This is an optimization exercise on Yosys and OpenROAD, whose aim is small area, not a production implementation.
The RTL was checked by simulation tests, not by an equivalence proof against the original design.
Power and IR drop assume default switching activity.

### design.v
module knightrider(clkin,LEDout,mode,speed,reset);
	input clkin;
	input reset;
	input [3:0] mode;
	input [3:0] speed;
	output reg [9:0] LEDout;
	localparam [3:0] P_COL = 4'd13;
	reg [6:0] r;
	wire [6:0] rn = {r[5:0], r[6] ^ r[5]};
	wire rend = r[6] & ~r[5] & r[4] & r[2] & r[0];
	reg [3:0] q;
	wire [3:0] qe = ~(q ^ speed);
	wire [3:0] qg = q & ~speed;
	wire gt = qg[3] | (qe[3] & (qg[2] | (qe[2] & (qg[1] | (qe[1] & qg[0])))));
	wire step = gt | (rend & (&qe));
	wire [3:0] qn = q + 4'd1;
	reg [2:0] x;
	reg [2:0] y;
	wire [2:0] yn = y[2] ? 3'd0 : y + 3'd1;
	wire ph = x[0];
	localparam [127:0] B9_T = 128'h3003003000000030000300003;
	localparam [1023:0] KD_T = 1024'h1ff0060000701c0707f1fc7f0017fffe01f07fe000000000000000000000000000f0fff00ff00f0000300c0303f0fc3f3fffffff0000000000000000000000001ff7fdff0071fff807f01f800010040101f07c1f00000000000000000000000000f03c0f0ff3fcff0033fffc03f03fc03ff00000;
	localparam [255:0] PB_T = 256'h20217171518131611140f120d100b0e090c070a0508030601040202;
	reg [3:0] p;
	reg dir;
	wire [3:0] pnx;
	wire dnx;
	assign {pnx, dnx} = PB_T[{{p, dir}, 3'b000} +: 5];
	wire col = (mode[3:1] == 3'b010) & (pnx == 4'd6);
	localparam [511:0] BD_T = 512'h3ff0000000000080201000c030300060186000300cc000180780000c03000006078000030cc0000198600000f030000060100000000;
	reg [3:0] msel;
	always @(posedge clkin) begin
		if (reset) begin
			q <= 4'd0;
			r <= 7'd1;
			x <= 3'd0; y <= 3'd0;
			p <= 4'd2; dir <= 1'b0;
			msel <= 4'd15;
		end else if (step) begin
			q <= 4'd0;
			r <= 7'd1;
			x <= x + 3'd1; y <= yn;
			p <= col ? P_COL : pnx; dir <= dnx;
			msel <= mode;
		end else if (rend) begin
			q <= qn;
			r <= 7'd1;
		end else begin
			r <= rn;
		end
	end
	wire [9:0] p12 = B9_T[{x, 4'b0000} +: 10];
	wire [9:0] p13, p14, p15;
	assign {p13, p14, p15} = KD_T[{{x[1:0], y}, 5'b00000} +: 30];
	wire [9:0] b1, b12;
	assign {b1, b12} = BD_T[{p, 5'b00000} +: 20];
	always @(*) begin
		case (msel)
			4'd0: LEDout = b1;
			4'd1: LEDout = ~b1;
			4'd2: LEDout = b12;
			4'd3: LEDout = ~b12;
			4'd4: LEDout = b12;
			4'd5: LEDout = ~b12;
			4'd6: LEDout = 10'b0000011111 ^ {10{ph}};
			4'd7: LEDout = 10'b0101010101 ^ {10{ph}};
			4'd8: LEDout = 10'b0011001100 ^ {10{ph}};
			4'd9: LEDout = 10'b0000110000 ^ {10{ph}};
			4'd10: LEDout = 10'b0001111000 ^ {10{ph}};
			4'd11: LEDout = 10'b1110000111 ^ (10'b1001111001 & {10{ph}});
			4'd12: LEDout = p12;
			4'd13: LEDout = p13;
			4'd14: LEDout = p14;
			default: LEDout = p15;
		endcase
	end
endmodule
module DE10_LITE_Golden_Top(
	input 		          		ADC_CLK_10,
	input 		          		reset,
	output		     [7:0]		HEX0,
	output		     [7:0]		HEX1,
	output		     [7:0]		HEX2,
	output		     [7:0]		HEX3,
	output		     [7:0]		HEX4,
	output		     [7:0]		HEX5,
	input 		     [1:0]		KEY,
	output		     [9:0]		LEDR,
	input 		     [9:0]		SW
);
reg [1:0] keystate;
reg [1:0] keyprev;
always @(posedge ADC_CLK_10) begin
	keyprev <= KEY;
	if (reset) begin
		keystate <= 2'b00;
	end
	else begin
		if (KEY[0] & ~keyprev[0])
			keystate[1] <= ~keystate[1];
		if (KEY[1] & ~keyprev[1])
			keystate[0] <= ~keystate[0];
	end
end
wire [3:0] m = {keystate, SW[9:8]};
wire [3:0] A = SW[7:4];
wire [3:0] B = SW[3:0];
wire [9:0] kr;
knightrider kr1(ADC_CLK_10, kr, A, B, reset);
wire sub = ~((m == 4'd0) | (m == 4'd13));
wire [3:0] Bx = B ^ {4{sub}};
wire [4:0] as = {1'b0, A} + {1'b0, Bx} + {4'b0, sub};
wire [4:0] sum = as;
wire [4:0] dif = {~as[4], as[3:0]};
wire eq = (A == B);
wire lt = ~as[4];
wire gt = as[4] & ~eq;
wire s4 = A[3] ^ Bx[3] ^ as[4];
wire sadd4 = s4;
wire b8 = B[3] & ~|B[2:0];
wire ssub4 = b8 ? (~A[3] & |A[2:0]) : s4;
reg [7:0] O;
reg [9:0] L;
always @(*) begin
	L[9:8] = 2'b00;
	case (m)
		4'd0: begin O = {4'b0, sum[3:0]}; L[9] = sum[4]; end
		4'd1: begin O = {4'b0, dif[3:0]}; L[9] = lt; end
		4'd2: begin O = {SW[6:0], 1'b0}; L[9] = SW[7]; end
		4'd3: begin O = {1'b0, SW[7:1]}; L[9] = SW[0]; end
		4'd4: O = {4'b0, A & B};
		4'd5: O = {4'b0, A | B};
		4'd6: O = {4'b0, A ^ B};
		4'd7: O = ~SW[7:0];
		4'd8: O = {7'b0, eq};
		4'd9: O = {7'b0, gt};
		4'd10: O = {7'b0, lt};
		4'd11: O = {4'b0, gt ? A : B};
		4'd12: begin O = 8'd0; L[9:8] = kr[9:8]; end
		4'd13: O = {{4{sadd4}}, sum[3:0]};
		4'd14: O = {{4{ssub4}}, dif[3:0]};
		default: O = 8'd0;
	endcase
	L[7:0] = (m == 4'd12) ? kr[7:0] : O;
end
assign LEDR = L;
function [6:0] seg;
	input [3:0] v;
	case (v)
		4'h0: seg = 7'b1000000;
		4'h1: seg = 7'b1111001;
		4'h2: seg = 7'b0100100;
		4'h3: seg = 7'b0110000;
		4'h4: seg = 7'b0011001;
		4'h5: seg = 7'b0010010;
		4'h6: seg = 7'b0000010;
		4'h7: seg = 7'b1111000;
		4'h8: seg = 7'b0000000;
		4'h9: seg = 7'b0010000;
		4'hA: seg = 7'b0001000;
		4'hB: seg = 7'b0000011;
		4'hC: seg = 7'b1000110;
		4'hD: seg = 7'b0100001;
		4'hE: seg = 7'b0000110;
		default: seg = 7'b0001110;
	endcase
endfunction
reg [13:0] mn;
always @(*) begin
	case (m)
		4'd0:  mn = {7'b0001000, 7'b0001000};
		4'd1:  mn = {7'b0001000, 7'b0010010};
		4'd2:  mn = {7'b0001000, 7'b0001100};
		4'd3:  mn = {7'b0001000, 7'b0100001};
		4'd4:  mn = {7'b1000111, 7'b0001000};
		4'd5:  mn = {7'b1000111, 7'b1000000};
		4'd6:  mn = {7'b1000111, 7'b0001001};
		4'd7:  mn = {7'b1000111, 7'b0101011};
		4'd8:  mn = {7'b1000110, 7'b0000110};
		4'd9:  mn = {7'b1000110, 7'b0000010};
		4'd10: mn = {7'b1000110, 7'b1000111};
		4'd11: mn = {7'b1000110, 7'b0001001};
		4'd12: mn = {7'b0101011, 7'b0101111};
		4'd13: mn = {7'b0010010, 7'b0001000};
		4'd14: mn = {7'b0010010, 7'b0010010};
		default: mn = {7'b0101011, 7'b0001110};
	endcase
end
assign HEX5 = {1'b1, seg(A)};
assign HEX4 = {1'b1, seg(B)};
assign HEX3 = {1'b1, mn[13:7]};
assign HEX2 = {1'b1, mn[6:0]};
assign HEX1 = {~(m == 4'd2 & SW[7]), seg(O[7:4])};
assign HEX0 = {~(m == 4'd3 & SW[0]), seg(O[3:0])};
endmodule
### flow/run.sh
#!/bin/bash
# Own layout flow: the standard synthesis; then the combinational logic
# between the same registers is mapped again with a stronger ABC area script
# (a few seeds, the smallest netlist kept); then the standard layout from
# that netlist, with the smallest buffer on every port and a clock tree
# without dummy loads.
set -euo pipefail
HERE=$(cd "$(dirname "${BASH_SOURCE[0]}")" && pwd)
WORK=$(pwd)
R=$WORK/orfs/results/$FLOW_PLATFORM/DE10_LITE_Golden_Top/base
LIB=$FLOW_HOME/platforms/$FLOW_PLATFORM/lib/sky130_fd_sc_hd__tt_025C_1v80.lib
YOSYS=$(command -v yosys || echo "$FLOW_HOME/../tools/install/yosys/bin/yosys")
SEEDS=${SEEDS:-"1 2 3 4"}
# seeds 1 and 2 map with amap, 3 and 4 with map -a
script_for() { case $1 in 1|2) echo "$HERE/strong.abc" ;; *) echo "$HERE/strong_map.abc" ;; esac; }

# 1. standard synthesis
bash standard.sh synth > "$WORK/log_1_synth.log" 2>&1

# 2. remap the logic around the registers
cp "$R/1_2_yosys.v" "$WORK/std_1_2_yosys.v"
"$YOSYS" -p "read_liberty -lib $LIB; read_verilog $WORK/std_1_2_yosys.v; hierarchy -top $FLOW_TOP; write_json $WORK/std.json" > "$WORK/log_2_tojson.log" 2>&1
python3 "$HERE/unmap.py" "$LIB" "$WORK/std.json" "$FLOW_TOP" "$WORK/unmapped.v" > "$WORK/log_3_unmap.log" 2>&1
# the platform's DONT_USE_CELLS
DU="-dont_use sky130_fd_sc_hd__probe_p_8 -dont_use sky130_fd_sc_hd__probec_p_8"
for c in $(grep -o 'cell ("sky130_fd_sc_hd__lpflow_[a-z0-9_]*")' "$LIB" | sed 's/cell ("\(.*\)")/\1/'); do DU="$DU -dont_use $c"; done
for s in $SEEDS; do
  sed "s/&deepsyn /\&deepsyn -S $s /" "$(script_for $s)" > "$WORK/strong_$s.abc"
  cat > "$WORK/reopt_$s.ys" <<EOS
read_liberty -lib $LIB
read_verilog $WORK/unmapped.v
hierarchy -top $FLOW_TOP
proc
opt_clean
techmap
opt -fast
abc -liberty $LIB -script $WORK/strong_$s.abc $DU
opt_clean -purge
splitnets
opt_clean -purge
hilomap -hicell sky130_fd_sc_hd__conb_1 HI -locell sky130_fd_sc_hd__conb_1 LO
insbuf -buf sky130_fd_sc_hd__buf_1 A X
opt_clean -purge
check -assert -mapped
tee -o $WORK/reopt_$s.stat stat -liberty $LIB
write_verilog -noattr -nohex -nodec $WORK/reopt_$s.v
EOS
  "$YOSYS" -s "$WORK/reopt_$s.ys" > "$WORK/log_4_reopt_$s.log" 2>&1 &
done
wait
best=""
for s in $SEEDS; do
  a=$(grep "Chip area" "$WORK/reopt_$s.stat" | awk '{print $NF}')
  echo "seed $s: $a" >> "$WORK/log_4_reopt_pick.log"
  if [[ -z "$best" ]] || awk "BEGIN{exit !($a < $besta)}"; then best=$s; besta=$a; fi
done
echo "kept seed $best" >> "$WORK/log_4_reopt_pick.log"
cp "$WORK/reopt_$best.v" "$R/1_2_yosys.v"
touch "$R/1_2_yosys.v"

# 3. standard layout from the new netlist
bash standard.sh \
  BUFFER_PORTS_ARGS="-buffer_cell sky130_fd_sc_hd__buf_1" \
  CTS_ARGS="-sink_clustering_enable -repair_clock_nets -dont_use_dummy_load -buf_list sky130_fd_sc_hd__clkbuf_4" \
  finish > "$WORK/log_5_layout.log" 2>&1
### flow/strong.abc
strash
&get -n
&deepsyn -T 150
&put
amap
topo
### flow/strong_map.abc
strash
&get -n
&deepsyn -T 150
&put
dch -f
map -a
mfs2
strash
dch -f
map -a
topo
### flow/unmap.py
#!/usr/bin/env python3
"""Rewrite a mapped Yosys JSON netlist as Verilog in which every
combinational cell becomes an assign of its liberty function and every
sequential cell stays an instance with its name, so that ABC can map the
logic again around the same registers.
usage: unmap.py LIB netlist.json TOP out.v"""
import json, re, sys

lib, js, top, out = sys.argv[1:5]

funcs = {}
seq = set()
cur = None
pin = None
for line in open(lib):
    m = re.match(r'\s*cell\s*\(\s*"?(\w+)"?\s*\)', line)
    if m:
        cur = m.group(1)
        funcs[cur] = {}
        pin = None
        continue
    if cur and re.match(r'\s*(ff|latch|statetable)\s*\(', line):
        seq.add(cur)
    m = re.match(r'\s*pin\s*\(\s*"?(\w+)"?\s*\)', line)
    if m:
        pin = m.group(1)
        continue
    m = re.match(r'\s*function\s*:\s*"(.*)"\s*;', line)
    if m and cur and pin:
        funcs[cur][pin] = m.group(1)

mod = json.load(open(js))['modules'][top]


def ident(n):
    if re.fullmatch(r'[A-Za-z_][A-Za-z0-9_]*', n):
        return n
    return '\\' + n + ' '


names = {}
for name, nn in mod['netnames'].items():
    bits = nn['bits']
    for i, b in enumerate(bits):
        if isinstance(b, str) or b in names:
            continue
        if len(bits) == 1:
            names[b] = ident(name)
        else:
            names[b] = ident(name) + '[%d]' % (i + nn.get('offset', 0))
# prefer port names: inputs, then the first output port bit on a net


def pref(pname, p, i):
    return ident(pname) + ('[%d]' % i if len(p['bits']) > 1 else '')


portnamed = set()
for d in ('input', 'output'):
    for pname, p in mod['ports'].items():
        if p['direction'] != d:
            continue
        for i, b in enumerate(p['bits']):
            if isinstance(b, int) and b not in portnamed:
                names[b] = pref(pname, p, i)
                portnamed.add(b)


def sig(b):
    if b == '0':
        return "1'b0"
    if b == '1':
        return "1'b1"
    if isinstance(b, str):
        return "1'b0"
    return names[b]


decl = {}
for name, nn in mod['netnames'].items():
    if name in mod['ports']:
        continue
    w = len(nn['bits'])
    off = nn.get('offset', 0)
    decl[name] = (w, off)

L = ["module %s(%s);" % (top, ', '.join(mod['ports']))]
for pname, p in mod['ports'].items():
    w = len(p['bits'])
    L.append("  %s %s%s;" % (p['direction'], '[%d:0] ' % (w - 1) if w > 1 else '', pname))
for name, (w, off) in decl.items():
    L.append("  wire %s%s;" % ('[%d:%d] ' % (w - 1 + off, off) if w > 1 else '', ident(name)))
for cname, c in mod['cells'].items():
    t = c['type']
    conn = c['connections']
    if t in seq or t not in funcs or not funcs[t]:
        pins = ', '.join('.%s(%s)' % (pn, sig(bs[0])) for pn, bs in conn.items())
        L.append("  %s %s(%s);" % (t, ident(cname), pins))
        continue
    for opin, fn in funcs[t].items():
        if opin not in conn:
            continue
        expr = re.sub(r'[A-Za-z_][A-Za-z0-9_]*', lambda m: sig(conn[m.group(0)][0]), fn)
        L.append("  assign %s = %s;" % (sig(conn[opin][0]), expr.replace('!', '~')))
for pname, p in mod['ports'].items():
    if p['direction'] != 'output':
        continue
    for i, b in enumerate(p['bits']):
        if sig(b) != pref(pname, p, i):
            L.append("  assign %s = %s;" % (pref(pname, p, i), sig(b)))
L.append("endmodule")
open(out, 'w').write('\n'.join(L) + '\n')
### standard.sh
#!/bin/bash
# synth_recipe.tcl (not shown) runs the flow's synth.tcl, then flattens the netlist and writes it again
# the make line also repeats each setting of config.mk as NAME=value (left out here)
make -C /OpenROAD-flow-scripts/flow DESIGN_CONFIG=/design/flow/config.mk WORK_HOME=/design/flow/orfs CLKGATE_MAP_FILE= SYNTH_SCRIPT=/design/flow/synth_recipe.tcl "${@:-finish}"
### config.mk
export PLATFORM = sky130hd
export DESIGN_NAME = DE10_LITE_Golden_Top
export DESIGN_NICKNAME = DE10_LITE_Golden_Top
export VERILOG_FILES = /design/flow/design.v
export SDC_FILE = /design/flow/constraint.sdc
export NUM_CORES = 4
export LEC_CHECK = 0
export CAP_MARGIN = 20
export CORE_MARGIN = 2
export CORE_UTILIZATION = 40
export SLEW_MARGIN = 20
### constraint.sdc
create_clock -name core_clock -period 12.0 [get_ports {ADC_CLK_10}]
set_input_delay 2.4000 -clock core_clock [delete_from_list [all_inputs] [get_ports {ADC_CLK_10}]]
set_output_delay 2.4000 -clock core_clock [all_outputs]
set_load 0.01 [all_outputs]
==> results.cfg, run 1 <==
[sta]
period_minus_slack_ns = 10.00
fmax_mhz = 99.97
hold_viol = 0
rsz0062_at_grt = false
fin_crit_sh_pct = 83.36
worstMarginPinSlew_ns = 0.7858
setup_violations = 0
relSlewSlack_pct = 47.61
slew_viol_final = 0
finalWorstSetupSlack_ns = 1.997
fin_tns_setup_ns = 0
fin_skew_ns = 0.03318

[drt]
vias_per_cell = 6.100
route.detailed.drc = 0
drt-wirelength-per-cell_um = 16.05
antenna_left = 0
dr_total_vias = 4392
firstDrtPassIters = 6
drt_iter0_markers = 368
wl_um = 11560

[power]
leakage_nw = 1.194
worst_ir_drop_vdd_mv = 0.03161
p_switching_mw = 0.1156
power_frac_comb_pct = 43.6
p_per_area_nw_per_um2 = 75.27
p_clk_share_pct = 18.6
p_int_mw = 0.1565
switching_share_pct = 42.48
seqPwrFrac_pct = 37.8

[clock_tree]
root_buffer = clkbuf_4
cts_buffers = 5
cts_tree = yes
insertion_delay_ns = 0.33
h-tree-depth = 2
clock_path_buffers = 2
post_cts.repair.setup_buffers = 0
cts.sinks = 30
cts_hold_buf = 0
ctsResizeCount = 0
path_clk_slew_ns = 0.11

[global_routing]
grt_antenna_before_repair = 0
grt_max_degree = 15
grt_first_pass_wirelength_um = 18600
grt_usage_pct = 26.02
gr-total-overflow = 0
grt_pass1_vias = 3977

[floorplan]
core-area_um2 = 7767
rows = 32
dieHeight_um = 93.70
die_x_um = 93.70
start_util_pct = 41.43
ios = 72
dieArea_um2 = 8779

[place]
dp_slack_ns = 2.299
dp.cells = 715
dp_hpwl_um = 9085
gp_congestion = 0.9901
io_buffers = 67
placed_cell_area_um2 = 3578

[worst_setup_path]
crit_fanout = 9
critPathKind = in -> out
worstPathArrival_ns = 7.60
cp-start-kind = input pin
slowest_stage = o21ai_0
cp.required_ns = 9.60
endpoint_kind = primary output
cpLargestDelayFamily = compound AO/OA/AOI/OAI gates
slowest_delay_ns = 0.52
critical_path.cell_chain = buf_1 -> clkinv_1 -> nor2_1 -> clkinv_1 -> nor2_1 -> nor2_1 -> o22ai_1 -> nor2_1 -> o21ai_0 -> o32ai_1 -> a31oi_1 -> clkinv_1 -> o21ai_0 -> a21boi_0 -> a21oi_1 -> o21ai_0 -> a221oi_1 -> nor3_1 -> clkinv_1 -> nand2_1 -> o21a_1 -> nand2_1 -> o32ai_1 -> buf_1
crit_buf_inv = 6

[logic_synthesis]
syn-num-nets = 565
synth_area_um2 = 3218
yosysWarningCount = 2
avgSynthCellArea_um2 = 5.840
synth_cells = 551

[final_layout]
fin_util_pct = 46.55
fin_cells = 720
num_antenna_cells = 0
fin_nets = 634
area_delta_synth_final_pct = 12.36
postLayoutCellArea_um2 = 3616
drive_gt1_share_pct = 0.8091

[run_status]
status = timing/DRC/antenna clean

[hold_path]
hp-class = reg -> reg

[run]
maxCapViolCount = 0
==> per-stage QoR <==
step / hold slack, ns / total power, mW
finish: 0.4101 / 0.2722
global route: 0.4207 / 0.2916
CTS: 0.4202 / 0.2713
detailed placement: 0.4130 / 0.2211
global placement: 0.4219 / 0.2211
floorplan: 0.4035 / 0.1823
==> worst reg2reg max path: stages, from the launching register on <==
cell and delay [ns]:
dfxtp_1 0.33, clkinv_1 0.08, nor4_1 0.40, clkinv_1 0.20, nor2b_1 0.26, o21ai_0 0.11, o21ai_0 0.08, o21ai_0 0.10
o21ai_0 0.08, o21ai_0 0.11, nand2_1 0.13, clkinv_1 0.14, nor2_1 0.34, clkinv_1 0.27, a211oi_1 0.34, o22a_1 0.17
==> final timing paths <==
path	startpoint	depth (start not counted)	to	slack [ns]
max	SW[8]	24	HEX0[6]	2.00
min	kr1.r[2]	2	kr1.r[3]	0.41
max reg2reg	kr1.r[4]	15	flip-flop	8.80
min reg2reg	kr1.r[2]	2	kr1.r[3]	0.41
==> metal layers <==
| layer | global-route usage [%] | wire, um |
|---|---|---|
| met1 | 34.99 | 5052 |
| met2 | 41.79 | 5230 |
| met3 | 3.852 | 939 |
| met4 | 10.27 | 336 |
| met5 | 0 | 0 |
==> flip-flops by register name (all words and copies together), names as in the netlist, named ones only <==
signal and count:
kr1.x 3, kr1.r 7, keyprev 2, kr1.q 4
kr1.msel 4, keystate 2, kr1.p 4, kr1.y 3
==> cell type report <==
cell class | count | area [um^2]
clock buffer | 5 | 37.54
fill | 860 | 4151
inverter | 82 | 307.8
multi-input combinational | 434 | 2291
sequential | 30 | 600.6
tap | 102 | 127.6
timing repair buffer | 67 | 251.5
==> power by group through the flow <==
stage / Clock (mW) / Sequential [mW] / Combinational [mW]
after floorplan: 0 / 0.104 / 0.0778
after global placement: 0 / 0.105 / 0.116
after detailed placement: 0 / 0.105 / 0.116
after CTS: 0.0518 / 0.103 / 0.117
after global routing: 0.0576 / 0.103 / 0.131
final: 0.0506 / 0.103 / 0.119
==> cell usage in the layout, fill, tap and decap left out, types with 6 or more instances in the layout <==
master and instances:
a31oi_1 6, a221oi_1 6, o211ai_1 7, nand3_1 9, a21oi_1 24, o221ai_1 11, nand2_1 61, dfxtp_1 30
clkinv_1 82, buf_1 67, a222oi_1 6, nor3_1 18, o21ai_0 53, o22ai_1 20, a211oi_1 11, o21a_1 8
nor2_1 130
==> run 2, diff against run 1 <==
--- a/flow/run.sh
+++ b/flow/run.sh
@@ -10,9 +10,9 @@
 R=$WORK/orfs/results/$FLOW_PLATFORM/DE10_LITE_Golden_Top/base
 LIB=$FLOW_HOME/platforms/$FLOW_PLATFORM/lib/sky130_fd_sc_hd__tt_025C_1v80.lib
 YOSYS=$(command -v yosys || echo "$FLOW_HOME/../tools/install/yosys/bin/yosys")
-SEEDS=${SEEDS:-"1 2 3 4"}
-# seeds 1 and 2 map with amap, 3 and 4 with map -a
-script_for() { case $1 in 1|2) echo "$HERE/strong.abc" ;; *) echo "$HERE/strong_map.abc" ;; esac; }
+SEEDS=${SEEDS:-"1 2 3 4 5 6 7 8"}
+# seeds 4 and 8 map with map -a, the others with amap
+script_for() { case $1 in 4|8) echo "$HERE/strong_map.abc" ;; *) echo "$HERE/strong.abc" ;; esac; }
 
 # 1. standard synthesis
 bash standard.sh synth > "$WORK/log_1_synth.log" 2>&1
@@ -46,10 +46,13 @@
 write_verilog -noattr -nohex -nodec $WORK/reopt_$s.v
 EOS
   "$YOSYS" -s "$WORK/reopt_$s.ys" > "$WORK/log_4_reopt_$s.log" 2>&1 &
+  # at most NUM_CORES at a time
+  while (( $(jobs -rp | wc -l) >= ${NUM_CORES:-4} )); do sleep 1; done
 done
 wait
 best=""
 for s in $SEEDS; do
+  [[ -s "$WORK/reopt_$s.v" && -f "$WORK/reopt_$s.stat" ]] || { echo "seed $s: failed" >> "$WORK/log_4_reopt_pick.log"; continue; }
   a=$(grep "Chip area" "$WORK/reopt_$s.stat" | awk '{print $NF}')
   echo "seed $s: $a" >> "$WORK/log_4_reopt_pick.log"
   if [[ -z "$best" ]] || awk "BEGIN{exit !($a < $besta)}"; then best=$s; besta=$a; fi
==> run 2 against run 1 <==
Effect of this change: maximum frequency down 2.7%; final cell count down 0.83%; combinational power up 19%; critical path type unchanged; largest cell class unchanged; highest routed layer unchanged.
==> results.cfg, run 2 <==
[run_status]
status = timing/DRC/antenna clean

[logic_synthesis]
yosysWarningCount = 2
avgSynthCellArea_um2 = 5.866
synth_area_um2 = 3197
syn-num-nets = 559
synth_cells = 545

[worst_setup_path]
cp-start-kind = input pin
endpoint_kind = primary output
crit_top_cell = nor2_1
slowest_stage = nor4_1
slowest_delay_ns = 0.79
critPathKind = in -> out
cp.required_ns = 9.60
crit_buf_inv = 6
cpLargestDelayFamily = compound AO/OA/AOI/OAI gates
critical_path.cell_chain = buf_1 -> clkinv_1 -> nor2_1 -> nor2_1 -> clkinv_1 -> a32oi_1 -> nand2_1 -> a31oi_1 -> clkinv_1 -> o21ai_0 -> o21ai_0 -> o32ai_1 -> a221oi_1 -> nor4_1 -> clkinv_1 -> nor2_1 -> nor2_1 -> nand2_1 -> o21a_1 -> nor2_1 -> a21o_1 -> o32ai_1 -> buf_1
worstPathArrival_ns = 7.88
crit_fanout = 11

[clock_tree]
root_buffer = clkbuf_4
cts_hold_buf = 0
insertion_delay_ns = 0.33
cts.sinks = 30
clock_path_buffers = 2
cts_buffers = 5
cts_tree = yes
ctsResizeCount = 0
path_clk_slew_ns = 0.07
post_cts.repair.setup_buffers = 0
h-tree-depth = 2

[drt]
wl_um = 11380
vias_per_cell = 6.034
dr_total_vias = 4308
firstDrtPassIters = 7
drt_iter0_markers = 428
route.detailed.drc = 0
drt-wirelength-per-cell_um = 15.94
antenna_left = 0

[sta]
fin_crit_sh_pct = 85.66
setup_violations = 0
slew_viol_final = 0
hold_viol = 0
relSlewSlack_pct = 32.26
period_minus_slack_ns = 10.28
worstMarginPinSlew_ns = 1.007
rsz0062_at_grt = false
fin_skew_ns = 0.02958
fin_tns_setup_ns = 0
fmax_mhz = 97.29

[power]
worst_ir_drop_vdd_mv = 0.05393
p_int_mw = 0.1658
power_mw = 0.2993
leakage_nw = 1.176
power_frac_comb_pct = 47.5
p_switching_mw = 0.1335
switching_share_pct = 44.61
p_per_area_nw_per_um2 = 83.27
seqPwrFrac_pct = 35.7
p_clk_share_pct = 16.9

[final_layout]
layout_commonest_cell = nor2_1
area_delta_synth_final_pct = 12.45
largest-register = kr1.r
largest_reg_flops = 7
fill_cells = 824
num_antenna_cells = 0
drive_gt1_share_pct = 0.8170
layout_common_cells = nor2_1 (132), clkinv_1 (86), buf_1 (67), o21ai_0 (52), nand2_1 (49)
fin_nets = 628

[global_routing]
grt_pass1_vias = 3880
grt_first_pass_wirelength_um = 18370
grt_antenna_before_repair = 0
grt_max_degree = 20
grt_usage_pct = 25.85
gr-total-overflow = 0

[place]
io_buffers = 67
gp_congestion = 1.016
dp_hpwl_um = 9015

[floorplan]
die_x_um = 93.40
core-area_um2 = 7727
dieHeight_um = 93.40
dieArea_um2 = 8724
rows = 32
ios = 72
start_util_pct = 41.37

[hold_path]
hp-class = reg -> reg

[run]
maxCapViolCount = 0
## run 2: worst register-to-register path, stage by stage (launching register included)
cell and delay (ns):
dfxtp_1 0.31, clkinv_1 0.09, nand2_1 0.10, nor4_1 0.08, nor2_1 0.15, o221ai_1 0.12
o21ai_0 0.10, o21ai_0 0.10, o21ai_0 0.08, o21ai_0 0.10, o21ai_0 0.27, nor2b_1 0.74
clkinv_1 0.54, o22ai_1 0.35, a21o_1 0.15, a222oi_1 0.08
## run 2: cell type report
type	instances	area (um^2)	share of cell area [%]
Sequential cell	30	600.6	16.71
Inverter	86	322.8	8.980
Tap cell	102	127.6	3.550
Clock buffer	5	37.54	1.044
Timing Repair Buffer	67	251.5	6.996
Multi-Input combinational cell	424	2255	62.72
## run 2: power groups by stage
stage	registers (mW)	logic (mW)	clock network, mW
floorplan	0.107	0.0948	0
global placement	0.109	0.139	0
detailed placement	0.109	0.138	0
CTS	0.107	0.139	0.0524
global route	0.107	0.156	0.0562
finish	0.107	0.142	0.0504
## run 2: worst paths after layout
check	slack [ns]	endpoint	from	cells past startpoint
hold / removal	0.42	kr1.r[1]	kr1.r[0]	2
setup / recovery	1.72	HEX0[1]	SW[8]	23
hold reg to reg	0.42	kr1.r[1]	kr1.r[0]	2
setup reg to reg	8.56	kr1.p[3]	kr1.r[5]	15
## run 2: per-stage QoR
step | instance area (um^2) | std cells | util, % | hold slack (ns) | setup slack, ns
6_report | 3595 | 714 | 46.52 | 0.4240 | 1.721
5_1_grt | 3595 | 714 | 46.52 | 0.4619 | 1.142
4_1_cts | 3595 | 714 | 46.52 | 0.4265 | 1.912
3_5_place_dp | 3557 | 709 | 46.03 | 0.4171 | 1.944
3_3_place_gp | 3557 | 709 | 46.03 | 0.4124 | 2.326
2_1_floorplan | 3197 | 545 | - | 0.4035 | 3.181
## run 2: layer usage
| metal | vias to the layer above | wire [um] | GRT usage [%] |
|---|---|---|---|
| li1 | 2104 | - | - |
| met1 | 1921 | 4968 | 35.57 |
| met2 | 250 | 4996 | 41.55 |
| met3 | 33 | 1120 | 4.271 |
| met4 | 0 | 298 | 7.353 |
| met5 | - | 0 | 0 |
==> run 3, diff against run 2 <==
--- a/design.v
+++ b/design.v
@@ -107,18 +107,32 @@
 wire [3:0] B = SW[3:0];
 wire [9:0] kr;
 knightrider kr1(ADC_CLK_10, kr, A, B, reset);
-wire sub = ~((m == 4'd0) | (m == 4'd13));
-wire [3:0] Bx = B ^ {4{sub}};
-wire [4:0] as = {1'b0, A} + {1'b0, Bx} + {4'b0, sub};
-wire [4:0] sum = as;
-wire [4:0] dif = {~as[4], as[3:0]};
-wire eq = (A == B);
-wire lt = ~as[4];
-wire gt = as[4] & ~eq;
-wire s4 = A[3] ^ Bx[3] ^ as[4];
-wire sadd4 = s4;
+wire [3:0] c, bw;
+wire [4:0] sum, dif;
+assign sum[0] = A[0] ^ B[0];
+assign c[0] = A[0] & B[0];
+assign sum[1] = A[1] ^ B[1] ^ c[0];
+assign c[1] = (A[1] & B[1]) | ((A[1] ^ B[1]) & c[0]);
+assign sum[2] = A[2] ^ B[2] ^ c[1];
+assign c[2] = (A[2] & B[2]) | ((A[2] ^ B[2]) & c[1]);
+assign sum[3] = A[3] ^ B[3] ^ c[2];
+assign c[3] = (A[3] & B[3]) | ((A[3] ^ B[3]) & c[2]);
+assign sum[4] = c[3];
+assign dif[0] = A[0] ^ B[0];
+assign bw[0] = ~A[0] & B[0];
+assign dif[1] = A[1] ^ B[1] ^ bw[0];
+assign bw[1] = (~A[1] & B[1]) | (~(A[1] ^ B[1]) & bw[0]);
+assign dif[2] = A[2] ^ B[2] ^ bw[1];
+assign bw[2] = (~A[2] & B[2]) | (~(A[2] ^ B[2]) & bw[1]);
+assign dif[3] = A[3] ^ B[3] ^ bw[2];
+assign bw[3] = (~A[3] & B[3]) | (~(A[3] ^ B[3]) & bw[2]);
+assign dif[4] = bw[3];
+wire eq = ~|(A ^ B);
+wire lt = bw[3];
+wire gt = ~lt & ~eq;
+wire sadd4 = A[3] ^ B[3] ^ c[3];
 wire b8 = B[3] & ~|B[2:0];
-wire ssub4 = b8 ? (~A[3] & |A[2:0]) : s4;
+wire ssub4 = b8 ? (~A[3] & |A[2:0]) : (A[3] ^ ~B[3] ^ ~bw[3]);
 reg [7:0] O;
 reg [9:0] L;
 always @(*) begin
==> run 3 against run 2 <==
Effect of this change: still clean; register-to-register slack better by 0.40 ns; worst setup slack better by 1.1 ns; total power shrank 12%; routed wire length increased by 1.4%; clock-buffer cell count did not move; clock power shrank 1%; non-clock buffer count stayed put.
==> results.cfg, run 3 <==
[drt]
dr_total_vias = 4349
wl_met3_um = 1045
vias_per_cell = 6.169
drt_iter0_markers = 497
wl_um = 11540
wl_met1_um = 4912
wl_met2_um = 5197
drt-wirelength-per-cell_um = 16.37
top_layer = met4
route.detailed.drc = 0
antenna_left = 0
firstDrtPassIters = 8

[final_layout]
drive_gt1_share_pct = 0.8292
num_antenna_cells = 0
layout_commonest_cell = nor2_1
fin_nets = 619
fill_cells = 829
layout_common_cells = nor2_1 (116), clkinv_1 (90), buf_1 (67), o21ai_0 (60), nand2_1 (43)
largest_reg_flops = 7
area_delta_synth_final_pct = 12.53
largest-register = kr1.r

[clock_tree]
cts.sinks = 30
cts_buffers = 5
ctsResizeCount = 0
path_clk_slew_ns = 0.08
root_buffer = clkbuf_4
post_cts.repair.setup_buffers = 0
clock_path_buffers = 2
h-tree-depth = 2
insertion_delay_ns = 0.33
cts_tree = yes
cts_hold_buf = 0

[hold_path]
holdPathStages = 2
hp-class = reg -> reg

[logic_synthesis]
synth_cells = 536
yosysWarningCount = 2
synth_area_um2 = 3174
syn-num-nets = 550
avgSynthCellArea_um2 = 5.922

[sta]
worstMarginPinSlew_ns = 0.9094
hold_viol = 0
fin_crit_sh_pct = 76.18
setup_violations = 0
fin_tns_setup_ns = 0
slew_viol_final = 0
rsz0062_at_grt = false
fmax_mhz = 109.4
period_minus_slack_ns = 9.142
relSlewSlack_pct = 37.80
fin_skew_ns = 0.02566

[place]
dp_hpwl_um = 9191
gp_congestion = 0.9921
io_buffers = 67

[worst_setup_path]
cp.required_ns = 9.60
worstPathArrival_ns = 6.74
crit_fanout = 9
worstRegToRegCells = 14
slowest_delay_ns = 0.49
cpLargestDelayFamily = compound AO/OA/AOI/OAI gates
endpoint_kind = primary output
crit_top_cell = clkinv_1
critPathKind = in -> out
crit_buf_inv = 7
path_depth = 22
critical_path.cell_chain = buf_1 -> clkinv_1 -> a21oi_1 -> clkinv_1 -> o21ai_0 -> o21ai_0 -> nand2_1 -> clkinv_1 -> a32o_1 -> o21a_1 -> nor2_1 -> nor2_1 -> a21oi_1 -> clkinv_1 -> o21ai_0 -> o21ai_0 -> a21oi_1 -> clkinv_1 -> o211ai_1 -> o2111a_1 -> a221o_1 -> buf_1
slowest_stage = a21oi_1
reg2reg_slack_ns = 8.96
cp-start-kind = input pin

[power]
p_per_area_nw_per_um2 = 73.73
power_mw = 0.2634
worst_ir_drop_vdd_mv = 0.07308
leakage_nw = 1.164

[floorplan]
rows = 32
ios = 72
die_x_um = 93.08
dieArea_um2 = 8664
core-area_um2 = 7727
dieHeight_um = 93.08
start_util_pct = 41.08

[run_status]
status = timing/DRC/antenna clean

[global_routing]
grt_usage_pct = 26.00
grt_max_degree = 14
grt_first_pass_wirelength_um = 18210
grt_pass1_vias = 3848
grt_antenna_before_repair = 0
gr-total-overflow = 0

[run]
maxCapViolCount = 0
run 3: layout make-up:
cell class | count | area [um^2] | share of cell area, %
multi-input combinational | 411 | 2217 | 62.07
sequential | 30 | 600.6 | 16.81
inverter | 90 | 337.8 | 9.457
tap | 102 | 127.6 | 3.573
clock buffer | 5 | 37.54 | 1.051
timing repair buffer | 67 | 251.5 | 7.040
run 3: worst reg2reg max path, stage by stage, from the launching register on:
cell and delay, ns:
dfxtp_1 0.32, clkinv_1 0.08, nand2_1 0.08, nor4_1 0.07
nor2_1 0.15, o221ai_1 0.12, o21ai_0 0.09, o21ai_0 0.10
o21ai_0 0.08, o21ai_0 0.10, o21ai_0 0.28, clkinv_1 0.31
nor2_1 0.49, clkinv_1 0.43, o22ai_1 0.25
run 3: final timing paths:
check / end / from
setup / recovery: HEX0[3] / SW[9]
hold / removal: kr1.r[1] / kr1.r[0]
setup reg to reg: kr1.p[2] / kr1.r[5]
hold reg to reg: kr1.r[1] / kr1.r[0]
run 3: power breakdown:
| group | internal, mW | leakage, nW | total [mW] | switching, mW |
|---|---|---|---|---|
| clock network | 0.0195 | 0.0230 | 0.0499 | 0.0304 |
| registers | 0.101 | 0.244 | 0.102 | 0.00123 |
| logic | 0.0343 | 0.897 | 0.111 | 0.0769 |
run 3: layer usage:
| layer | GRT usage [%] | vias up |
|---|---|---|
| met1 | 33.70 | 1930 |
| met2 | 42.03 | 274 |
| met3 | 4.674 | 44 |
| li1 | - | 2101 |
| met5 | 0 | - |
| met4 | 11.76 | 0 |
run 3: metrics by stage:
| step | setup slack (ns) | area [um^2] | std cells | hold WS [ns] | util [%] |
|---|---|---|---|---|---|
| 6_report | 2.858 | 3572 | 705 | 0.4256 | 46.23 |
| 5_1_grt | 2.444 | 3572 | 705 | 0.4437 | 46.23 |
| 4_1_cts | 3.048 | 3572 | 705 | 0.4289 | 46.23 |
| 3_5_place_dp | 3.063 | 3535 | 700 | 0.4161 | 45.74 |
| 3_3_place_gp | 3.299 | 3535 | 700 | 0.4098 | 45.74 |
| 2_1_floorplan | 3.774 | 3174 | 536 | 0.4035 | - |
==> run 4, diff against run 3 <==
==> flow/strong.abc (replaced) <==
strash
&get -n
&deepsyn -T 300
&put
amap
topo
==> flow/strong_map.abc (replaced) <==
strash
&get -n
&deepsyn -T 300
&put
dch -f
map -a
mfs2
strash
dch -f
map -a
topo
==> run 4 against run 3 <==
Effect of this change: non-clock buffer count rose by 1; register-to-register slack improved by 0.20 ns; flip-flop and latch count did not move; die area fell by 1.1%; clock power fell by 2%; routed wire length rose by 0.86%; design area fell by 0.84%; maximum frequency rose by 5.9%; via count fell by 2.1%; area after synthesis fell by 1.2%; highest routed layer unchanged.
==> results.cfg, run 4 <==
[drt]
route.detailed.drc = 0
drt-wirelength-per-cell_um = 16.51
antenna_left = 0
drt_iter0_markers = 745
dr_total_vias = 4258
wl_um = 11640
firstDrtPassIters = 6
vias_per_cell = 6.040

[global_routing]
grt_pass1_vias = 3785
grt_first_pass_wirelength_um = 18530
grt_max_degree = 16
grt_usage_pct = 26.55
grt.met3_usage_pct = 5.289
busiest_layer = met2
grt_use_met2_pct = 39.11
gr-total-overflow = 0
grt_antenna_before_repair = 0
use_met1_pct = 38.10

[final_layout]
layout_commonest_cell = nor2_1
fin_nets = 619
drive_gt1_share_pct = 0.9950
layout_common_cells = nor2_1 (116), clkinv_1 (92), buf_1 (67), nand2_1 (52), o21ai_0 (51)
largest-register = kr1.r
largest_reg_flops = 7
num_antenna_cells = 0
fin_cells = 705
area_delta_synth_final_pct = 12.92

[floorplan]
dieArea_um2 = 8566
die_x_um = 92.56
ios = 72
core-area_um2 = 7647
dieHeight_um = 92.56
start_util_pct = 41.02
rows = 32

[sta]
setup_violations = 0
fin_tns_setup_ns = 0
worstMarginPinSlew_ns = 0.8235
slew_viol_final = 0
relSlewSlack_pct = 45.10
period_minus_slack_ns = 8.636
fin_skew_ns = 0.01704
fmax_mhz = 115.8
rsz0062_at_grt = false
hold_viol = 0
fin_crit_sh_pct = 71.97

[worst_setup_path]
cp-start-kind = input pin
critPathKind = in -> out
crit_fanout = 9
worstPathArrival_ns = 6.24
cp.required_ns = 9.60
critical_path.cell_chain = buf_1 -> clkinv_1 -> a222oi_1 -> clkinv_1 -> nor3_1 -> a22oi_1 -> o21ai_0 -> nand2_1 -> o21ai_0 -> clkinv_1 -> nor2_1 -> nor2_1 -> nor2_1 -> nand2_1 -> o211ai_1 -> buf_1
rr_startpoint = kr1.r[5]
slowest_stage = a222oi_1
reg2reg_slack_ns = 9.16
critical_path.startpoint = SW[8]
endpoint_kind = primary output
slowest_delay_ns = 0.60

[hold_path]
hold_path.startpoint = kr1.r[4]
hp-class = reg -> reg

[logic_synthesis]
yosysWarningCount = 2
syn-num-nets = 549
synth_cells = 535
avgSynthCellArea_um2 = 5.863
synth_area_um2 = 3137

[place]
dp_hpwl_um = 9189
io_buffers = 67
dp.cells = 700
gp_congestion = 0.9812

[clock_tree]
cts_buffers = 5
root_buffer = clkbuf_4
h-tree-depth = 2
cts_hold_buf = 0
path_clk_slew_ns = 0.09
clock_path_buffers = 2
cts.sinks = 30
insertion_delay_ns = 0.33
cts_tree = yes
ctsResizeCount = 0
post_cts.repair.setup_buffers = 0

[power]
leakage_nw = 1.172
worst_ir_drop_vdd_mv = 0.07746
p_per_area_nw_per_um2 = 79.83

[run_status]
status = timing/DRC/antenna clean

[run]
maxCapViolCount = 0
-- run 4: cell type report --
type / count / area [um^2]
Sequential cell: 30 / 600.6
Multi-Input combinational cell: 408 / 2172
Inverter: 92 / 345.3
Clock buffer: 5 / 37.54
Timing Repair Buffer: 68 / 259.0
Tap cell: 102 / 127.6
Fill cell: 847 / 4105
-- run 4: per-layer routing --
layer  up-vias  part of all wire [%]
li1       2072                     -
met1      1911                    46
met2       245                    43
met3        30                   9.3
met4         0                   2.2
met5         -                     0
-- run 4: final timing paths --
| kind | to | cells past startpoint |
|---|---|---|
| worst max-delay path | HEX0[3] | 16 |
| worst min-delay path | kr1.r[5] | 2 |
| worst max register to register | kr1.q[2] | 15 |
| worst min register to register | kr1.r[5] | 2 |
-- run 4: worst max-delay path: cells and delay by family --
kind / cells / cell delay [ns]
buf+inv: 5 / 1.25
compound gates: 5 / 1.52
simple gates: 6 / 1.06
-- run 4: power by group --
part           internal (mW)  switching [mW]
clock                 0.0195          0.0294
sequential             0.102         0.00378
combinational         0.0384          0.0898
total                  0.160           0.123
-- run 4: per-stage QoR --
step                utilization, %  power [mW]  hold WS (ns)  area [um^2]  setup slack (ns)
floorplan                        -      0.1907        0.4035         3137             4.411
global placement             45.83      0.2336        0.4104         3505             3.554
detailed placement           45.83      0.2335        0.4247         3505             3.485
CTS                          46.32      0.2816        0.4339         3542             3.481
global route                 46.32      0.3023        0.4473         3542             2.827
finish                       46.32      0.2828        0.4271         3542             3.364
==> run 5, diff against run 4 <==
--- a/flow/run.sh
+++ b/flow/run.sh
@@ -10,9 +10,9 @@
 R=$WORK/orfs/results/$FLOW_PLATFORM/DE10_LITE_Golden_Top/base
 LIB=$FLOW_HOME/platforms/$FLOW_PLATFORM/lib/sky130_fd_sc_hd__tt_025C_1v80.lib
 YOSYS=$(command -v yosys || echo "$FLOW_HOME/../tools/install/yosys/bin/yosys")
-SEEDS=${SEEDS:-"1 2 3 4 5 6 7 8"}
-# seeds 4 and 8 map with map -a, the others with amap
-script_for() { case $1 in 4|8) echo "$HERE/strong_map.abc" ;; *) echo "$HERE/strong.abc" ;; esac; }
+SEEDS=${SEEDS:-"1 2 3 4 5 6 7 8 9 10 11 12"}
+# seeds 4, 8 and 12 map with map -a, the others with amap
+script_for() { case $1 in 4|8|12) echo "$HERE/strong_map.abc" ;; *) echo "$HERE/strong.abc" ;; esac; }
 
 # 1. standard synthesis
 bash standard.sh synth > "$WORK/log_1_synth.log" 2>&1
==> run 5 against run 4 <==
Effect of this change: die area unchanged; still clean; routed wire length stayed put; critical path depth unchanged; core utilization unchanged; synthesized cell count is the same; first-iteration DRC count is the same; worst setup slack unchanged.
==> results.cfg, run 5 <==
[run_status]
status = timing/DRC/antenna clean

[power]
leakage_nw = 1.172
worst_ir_drop_vdd_mv = 0.07746
p_int_mw = 0.1599
switching_share_pct = 43.47
p_per_area_nw_per_um2 = 79.83
p_clk_share_pct = 17.3
power_frac_comb_pct = 45.3
p_switching_mw = 0.1229
seqPwrFrac_pct = 37.4

[clock_tree]
h-tree-depth = 2
cts_buffers = 5
path_clk_slew_ns = 0.09
cts_tree = yes
clock_path_buffers = 2
root_buffer = clkbuf_4
insertion_delay_ns = 0.33
post_cts.repair.setup_buffers = 0
cts.sinks = 30
ctsResizeCount = 0
cts_hold_buf = 0

[logic_synthesis]
synth_cells = 535
avgSynthCellArea_um2 = 5.863
synth_area_um2 = 3137
yosysWarningCount = 2
syn-num-nets = 549

[sta]
hold_viol = 0
setup_violations = 0
fin_skew_ns = 0.01704
fmax_mhz = 115.8
fin_tns_setup_ns = 0
finalWorstSetupSlack_ns = 3.364
slew_viol_final = 0
rsz0062_at_grt = false
period_minus_slack_ns = 8.636
fin_crit_sh_pct = 71.97
relSlewSlack_pct = 45.10
worstMarginPinSlew_ns = 0.8235

[hold_path]
hold_path.startpoint = kr1.r[4]
hp-class = reg -> reg

[place]
gp_congestion = 0.9812
dp_hpwl_um = 9189
io_buffers = 67
dp_slack_ns = 3.485

[drt]
antenna_left = 0
dr_total_vias = 4258
firstDrtPassIters = 6
vias_per_cell = 6.040
wl_um = 11640
drt_iter0_markers = 745
route.detailed.drc = 0
drt-wirelength-per-cell_um = 16.51

[floorplan]
die_x_um = 92.56
rows = 32
core-area_um2 = 7647
dieHeight_um = 92.56
start_util_pct = 41.02
dieArea_um2 = 8566
ios = 72

[final_layout]
drive_gt1_share_pct = 0.9950
largest_reg_flops = 7
layout_commonest_cell = nor2_1
seqCellArea_um2 = 600.6
largest-register = kr1.r
fin_nets = 619
layout_common_cells = nor2_1 (116), clkinv_1 (92), buf_1 (67), nand2_1 (52), o21ai_0 (51)
num_antenna_cells = 0
multi_input_area_um2 = 2172
area_delta_synth_final_pct = 12.92
fill_cells = 847

[worst_setup_path]
crit_fanout = 9
cp-start-kind = input pin
worstPathArrival_ns = 6.24
endpoint_kind = primary output
critical_path.startpoint = SW[8]
cp.required_ns = 9.60
critPathKind = in -> out
rr_startpoint = kr1.r[5]

[global_routing]
grt_first_pass_wirelength_um = 18530
grt_max_degree = 16
grt_antenna_before_repair = 0
grt_usage_pct = 26.55
grt_pass1_vias = 3785
gr-total-overflow = 0

[run]
maxCapViolCount = 0
==> run 5: cell counts in the layout (fill, tap and decap cells not counted) <==
Identical to the previous run, type by type.
==> run 5: power by group through the flow <==
stage	clock network, mW	registers, mW	logic, mW
final	0.0489	0.106	0.128
after floorplan	0	0.107	0.0838
after global placement	0	0.108	0.126
after CTS	0.0500	0.106	0.126
after detailed placement	0	0.108	0.125
after global routing	0.0549	0.106	0.141
==> run 5: area by class of cell <==
cell class	count	area share, %
clock buffers	5	1.060
inverters	92	9.749
multi-input cells	408	61.32
well taps	102	3.603
repair buffers	68	7.312
flip-flops and latches	30	16.96
==> run 5: stage by stage <==
step | power (mW) | area [um^2] | hold slack (ns) | util [%] | instances
after floorplan | 0.1907 | 3137 | 0.4035 | - | 535
after detailed placement | 0.2335 | 3505 | 0.4247 | 45.83 | 700
after CTS | 0.2816 | 3542 | 0.4339 | 46.32 | 705
after global routing | 0.3023 | 3542 | 0.4473 | 46.32 | 705
after global placement | 0.2336 | 3505 | 0.4104 | 45.83 | 700
final | 0.2828 | 3542 | 0.4271 | 46.32 | 705
==> run 5: path summary, 6_finish.rpt <==
kind	to	depth (start not counted)	slack, ns
setup / recovery	HEX0[3]	16	3.36
hold / removal	kr1.r[5]	2	0.43
setup reg to reg	kr1.q[2]	15	9.16
hold reg to reg	kr1.r[5]	2	0.43
==> run 5: worst max-delay path: stages <==
cell and delay, ns:
buf_1 0.30, clkinv_1 0.27, a222oi_1 0.60, clkinv_1 0.18
nor3_1 0.32, a22oi_1 0.21, o21ai_0 0.17, nand2_1 0.12
o21ai_0 0.45, clkinv_1 0.33, nor2_1 0.29, nor2_1 0.09
nor2_1 0.15, nand2_1 0.09, o211ai_1 0.09, buf_1 0.17
==> run 5: routing by layer <==
layer / vias to the layer above / GRT usage, % / share of wire [%]
met1: 1911 / 38.10 / 46
met3: 30 / 5.289 / 9.3
li1: 2072 / - / -
met5: - / 0 / 0
met2: 245 / 39.11 / 43
met4: 0 / 9.701 / 2.2

-- port drivers added, routing unchanged --
How much do the figures lean on ideal ports? The routed layouts below were timed once more, with nothing changed but the port constraints. Step 1 assumes that a clkbuf_16 drives the clock port and a buf_2 every other input. Step 2 moves the port delays by t, midway between the first and last clock arrival at a register: inputs arrive t later, outputs are due t later. That takes back most of the time a late clock gives input paths. Slacks: ideal / step 1 / step 2; pairs: ideal / step 1.
run	t, ns	slack for setup (ns)	hold slack, ns	worst setup path after step 2	worst data-port slew with drivers (ns)
run 1	0.338	1.997 / 1.971 / 1.971	0.410 / 0.410 / 0.410	input to output	0.03
run 2	0.335	1.721 / 1.697 / 1.697	0.424 / 0.424 / 0.424	input to output	0.03
run 3	0.344	2.858 / 2.837 / 2.837	0.426 / 0.426 / 0.426	input to output	0.03
run 4	0.340	3.364 / 3.338 / 3.338	0.427 / 0.427 / 0.427	input to output	0.03
run 5	0.340	3.364 / 3.338 / 3.338	0.427 / 0.427 / 0.427	input to output	0.03
After both steps setup and hold are still met in every run listed.
